This design comes from an exercise in tuning for small area, a short achievable clock period and few clock cycles on the open sky130 flow, not from production work.
Function was checked by simulation only, so behaviour that the tests miss may differ from the original.
Power and IR drop assume default switching activity.

==> job 6217 <==
// booth_mul
module booth_mul (
    input             CLK ,
    input             RSTn ,
    input      [23:0] m1 ,
    input      [23:0] m2 ,
    input             BREQ ,
    output     [47:0] res ,
    output            BACK
);
clock: 6.0 ns
lec_check: 0
abc_area: 1
cap_margin: 20
core_margin: 2
core_utilization: 40
setup_slack_margin: 2.0
slew_margin: 20
run.sh (not shown) runs the stock make flow with config.mk's settings and CLKGATE_MAP_FILE= SYNTH_SCRIPT=/design/flow/synth_recipe.tcl, a recipe that flattens the netlist after the stock synthesis.
==> job 9934: changes against job 6217 <==
--- a/flow/config.mk
+++ b/flow/config.mk
@@ -11,3 +11,3 @@
 export CORE_UTILIZATION = 40
-export SETUP_SLACK_MARGIN = 2.0
+export SETUP_SLACK_MARGIN = 1.5
 export SLEW_MARGIN = 20
==> results by group <==
Finish
  – Clock buf/inv share: 2.37%
  – Layout area overhead: 24.4%
  – Buffers, non-clock: 268
  – Layout clock buffers: 22
  – NonClk Buf Share: about an eighth
  – Post-layout util: between 50 and 60%

Pwr
  – Switch share: a little over half
  – P_clk: 1080 µW
  – Peak VDD IR: roughly 0.0004 V
  – Part of the power in registers: a little under 9%
  – Comb power: around 13000 µW

Placed design
  – Cells after DPL: ~3600

Hold path
  – Hold depth: 2
  – WHS Endpoint: u_booth.q_m1_0

Critical path
  – CP required: between 6 and 7 ns
  – Worst EP arrival: roughly 4.5 ns

Routing
  – DR WL met3: 6.23 mm

Clock tree
  – # Post-CTS Setup Buffers: between 40 and 50

Status
  – Status: no timing/DRC/antenna violations
# the run above: job 6217

==> results by group <==
Finish
  – Layout clock buffers: 17
  – NonClk Buf Share: 6.39%
  – Layout area overhead: 11.9%
  – Clock buf/inv share: 2.57%
  – Buffers, non-clock: 180
  – Post-layout util: a little under half

Hold path
  – Hold depth: 3

Status
  – Status: no timing/DRC/antenna violations

Critical path
  – Worst EP arrival: ~4.7 ns

Pwr
  – Peak VDD IR: 0.000644 V
  – Comb power: 11500 µW
  – P_clk: ~1100 µW
  – Switch share: 52.0%
  – Part of the power in registers: 9.7%

Placed design
  – Cells after DPL: approximately 3600

Routing
  – DR WL met3: around 5.3 mm
# the run above: job 9934

Testbench counts of job 6217, summed over its fixed seeds: cycles 32,000.
Testbench counts of job 9934, summed over its fixed seeds: cycles 32,000.

========
==> 05-09: inputs <==
booth_mul, a different RTL version from the one above (not shown whole).
clock: 6.0 ns
lec_check: 0
cap_margin: 20
core_margin: 2
core_utilization: 40
setup_slack_margin: 1.5
slew_margin: 20
==> 05-15 (differences from 05-09) <==
ABC_AREA = 1   (was default)
CORE_UTILIZATION = 55   (was 40)
==> summary.txt <==
05-09 completed without violations. 05-15 finished with timing, DRC and antenna clean. Final cell count: 05-09 is higher than 05-15 (26%). Combinational power is about the same in 05-09 and 05-15. Between 05-09 and 05-15, the lower die area is in 05-15 (gap about 60%, measured against 05-15). First-iteration DRC count: 05-09 is higher than 05-15 (91%). Against 05-09, the non-clock buffer count of 05-15 is lower by 13. Wire length: 05-09 is higher than 05-15 (39%). In 05-09 the final area is larger than in 05-15, by about 16%. Of 05-09 and 05-15, 05-09 has the higher synthesized area (gap 20%, measured against 05-15). Between 05-09 and 05-15, the lower maximum frequency is in 05-09 (gap 2.3%, measured against 05-15).
Testbench counts of 05-09, summed over its fixed seeds: cycles 32,000.
Testbench counts of 05-15, summed over its fixed seeds: cycles 32,000.

========
==> lagoon <==
booth_mul, a different RTL version from the one above (not shown whole).
export LEC_CHECK = 0
export ABC_AREA = 1
export CAP_MARGIN = 20
export CORE_MARGIN = 2
export CORE_UTILIZATION = 70
export SETUP_SLACK_MARGIN = 1.75
export SLEW_MARGIN = 20
create_clock -name core_clock -period 6.0 [get_ports {CLK}]
standard.sh (not shown) runs the stock make flow with config.mk's settings and CLKGATE_MAP_FILE= SYNTH_SCRIPT=/design/flow/synth_recipe.tcl, a recipe that flattens the netlist after the stock synthesis.
==> flow/flow/run.sh <==
#!/bin/bash
# The standard layout (standard.sh: ORFS with the standard flow's settings) with two changes:
#  - the ports get plain buffers (buf_2, which the resizer may size up) instead of
#    the delay cells buffer_ports picks on its own;
#  - after the standard synthesis, fa_polarity.py removes inverters between full
#    adders (it flips full adders' polarity, same function and registers), and the
#    netlist is read in again before the floorplan.
set -euo pipefail
A='BUFFER_PORTS_ARGS=-buffer_cell sky130_fd_sc_hd__buf_2'
bash standard.sh "$A" synth > make_synth.log 2>&1
net=orfs/results/$FLOW_PLATFORM/booth_mul/base/1_2_yosys.v
python3 flow/fa_polarity.py "$net" > fa_polarity.log 2>&1
bash standard.sh "$A" do-1_synth > make_synth_odb.log 2>&1
bash standard.sh "$A" finish > make_finish.log 2>&1
Other scripts of this flow, unchanged in this note and not shown: flow/flow/fa_polarity.py
==> sierra (differences from lagoon) <==
--- a/flow/design.v
+++ b/flow/design.v
@@ -1245,15 +1245,12 @@
 reg q_c648;
 reg q_s741;
 reg q_c740;
 reg q_c652;
 reg q_s743;
 reg q_c742;
-reg q_c656;
-reg q_s745;
-reg q_c744;
 reg q_pp323;
 reg q_c776;
 reg q_s777;
 reg q_c778;
 reg q_s779;
 reg q_c780;
@@ -1268,13 +1265,15 @@
 reg q_s789;
 reg q_c790;
 reg q_s791;
 reg q_c792;
 reg q_s793;
 reg q_c794;
+reg q_s829;
 reg q_s831;
+reg q_c830;
 reg q_s833;
 reg q_c832;
 reg q_c834;
 reg q_s835;
 reg q_s837;
 reg q_c836;
@@ -1350,15 +1349,12 @@
 	q_c648 <= c648;
 	q_s741 <= s741;
 	q_c740 <= c740;
 	q_c652 <= c652;
 	q_s743 <= s743;
 	q_c742 <= c742;
-	q_c656 <= c656;
-	q_s745 <= s745;
-	q_c744 <= c744;
 	q_pp323 <= pp323;
 	q_c776 <= c776;
 	q_s777 <= s777;
 	q_c778 <= c778;
 	q_s779 <= s779;
 	q_c780 <= c780;
@@ -1373,13 +1369,15 @@
 	q_s789 <= s789;
 	q_c790 <= c790;
 	q_s791 <= s791;
 	q_c792 <= c792;
 	q_s793 <= s793;
 	q_c794 <= c794;
+	q_s829 <= s829;
 	q_s831 <= s831;
+	q_c830 <= c830;
 	q_s833 <= s833;
 	q_c832 <= c832;
 	q_c834 <= c834;
 	q_s835 <= s835;
 	q_s837 <= s837;
 	q_c836 <= c836;
@@ -2232,14 +2230,14 @@
 assign s823 = q_c644 ^ q_c738 ^ q_s739;
 assign c824 = (q_c644 & q_c738) | (q_s739 & (q_c644 ^ q_c738));
 assign s825 = q_c648 ^ q_s741 ^ q_c740;
 assign c826 = (q_c648 & q_s741) | (q_c740 & (q_c648 ^ q_s741));
 assign s827 = q_c652 ^ q_s743 ^ q_c742;
 assign c828 = (q_c652 & q_s743) | (q_c742 & (q_c652 ^ q_s743));
-assign s829 = q_c656 ^ q_s745 ^ q_c744;
-assign c830 = (q_c656 & q_s745) | (q_c744 & (q_c656 ^ q_s745));
+assign s829 = c656 ^ s745 ^ c744;
+assign c830 = (c656 & s745) | (c744 & (c656 ^ s745));
 assign s831 = c660 ^ s747 ^ c746;
 assign c832 = (c660 & s747) | (c746 & (c660 ^ s747));
 assign s833 = s667 ^ s749 ^ c748;
 assign c834 = (s667 & s749) | (c748 & (s667 ^ s749));
 assign s835 = c668 ^ c750 ^ s751;
 assign c836 = (c668 & c750) | (s751 & (c668 ^ c750));
@@ -2322,16 +2320,16 @@
 assign g913 = c822 & s823;
 assign p914 = c822 ^ s823;
 assign g915 = s825 & c824;
 assign p916 = s825 ^ c824;
 assign g917 = s827 & c826;
 assign p918 = s827 ^ c826;
-assign g919 = s829 & c828;
-assign p920 = s829 ^ c828;
-assign g921 = q_s831 & c830;
-assign p922 = q_s831 ^ c830;
+assign g919 = q_s829 & c828;
+assign p920 = q_s829 ^ c828;
+assign g921 = q_s831 & q_c830;
+assign p922 = q_s831 ^ q_c830;
 assign g923 = q_s833 & q_c832;
 assign p924 = q_s833 ^ q_c832;
 assign g925 = q_c834 & q_s835;
 assign p926 = q_c834 ^ q_s835;
 assign g927 = q_s837 & q_c836;
 assign p928 = q_s837 ^ q_c836;
--- a/flow/config.mk
+++ b/flow/config.mk
@@ -6,8 +6,9 @@
 export NUM_CORES = 4
 export LEC_CHECK = 0
 export ABC_AREA = 1
 export CAP_MARGIN = 20
 export CORE_MARGIN = 2
 export CORE_UTILIZATION = 70
+export CTS_BUF_LIST = sky130_fd_sc_hd__clkbuf_4 sky130_fd_sc_hd__clkbuf_8
 export SETUP_SLACK_MARGIN = 1.75
 export SLEW_MARGIN = 20
==> comparison <==
In cell count, lagoon and sierra hardly differ. Between lagoon and sierra, the lower first-iteration DRC count is in sierra (gap about 5%, measured against sierra). Global-route usage: sierra is higher than lagoon (0.18 points). Between lagoon and sierra, the lower synthesized area is in sierra (gap 0.23%, measured against sierra). In sierra the setup slack is better than in lagoon, by 7.3 ps. In lagoon the wire length is higher than in sierra, by about 0.6%. Against sierra, the worst hold slack of lagoon is better by 46 ps.
Testbench counts of lagoon, summed over its fixed seeds: cycles 32,000.
Testbench counts of sierra, summed over its fixed seeds: cycles 32,000.

==> static timing again, ports no longer ideal <==
How much do the figures lean on ideal ports? The routed layouts below were timed once more, with nothing changed but the port constraints.
Step 1 assumes that a clkbuf_16 drives the clock port and a buf_2 every other input.
Step 2, shift: input delay + t, output delay - t, t = (earliest + latest rising clock arrival at the registers) / 2. This alone moves slack from input paths to output paths.
a / b / c = ideal ports / drivers / drivers and shift; a / b = the first two.
| run | shift t [ns] | setup WS [ns] | hold WS [ns] | slew at the worst register clock pin (ns) | worst slew at a driven data input, ns |
|---|---|---|---|---|---|
| job 6217 | 0.461 | 1.896 / 1.798 / 1.337 | 1.143 / 1.130 / 1.591 | 0.06 / 0.06 | 0.17 |
| job 9934 | 0.476 | 1.580 / 1.521 / 1.146 | 1.306 / 1.263 / 1.740 | 0.06 / 0.06 | 0.04 |
| 05-09 | 0.426 | 1.400 / 1.348 / 1.177 | 1.338 / 1.316 / 1.743 | 0.08 / 0.08 | 0.05 |
| 05-15 | 0.408 | 1.504 / 1.541 / 1.133 | 1.358 / 1.319 / 1.728 | 0.08 / 0.08 | 0.08 |
| lagoon | 0.410 | 1.764 / 1.796 / 1.386 | 1.009 / 0.981 / 1.391 | 0.07 / 0.07 | 0.04 |
| sierra | 0.449 | 1.771 / 1.779 / 1.330 | 0.963 / 0.945 / 1.393 | 0.12 / 0.12 | 0.06 |
After both steps setup and hold are still met in every run listed. The setup slack of job 6217, which loses most, moves by -0.098 ns with the drivers and by -0.559 ns with both steps.
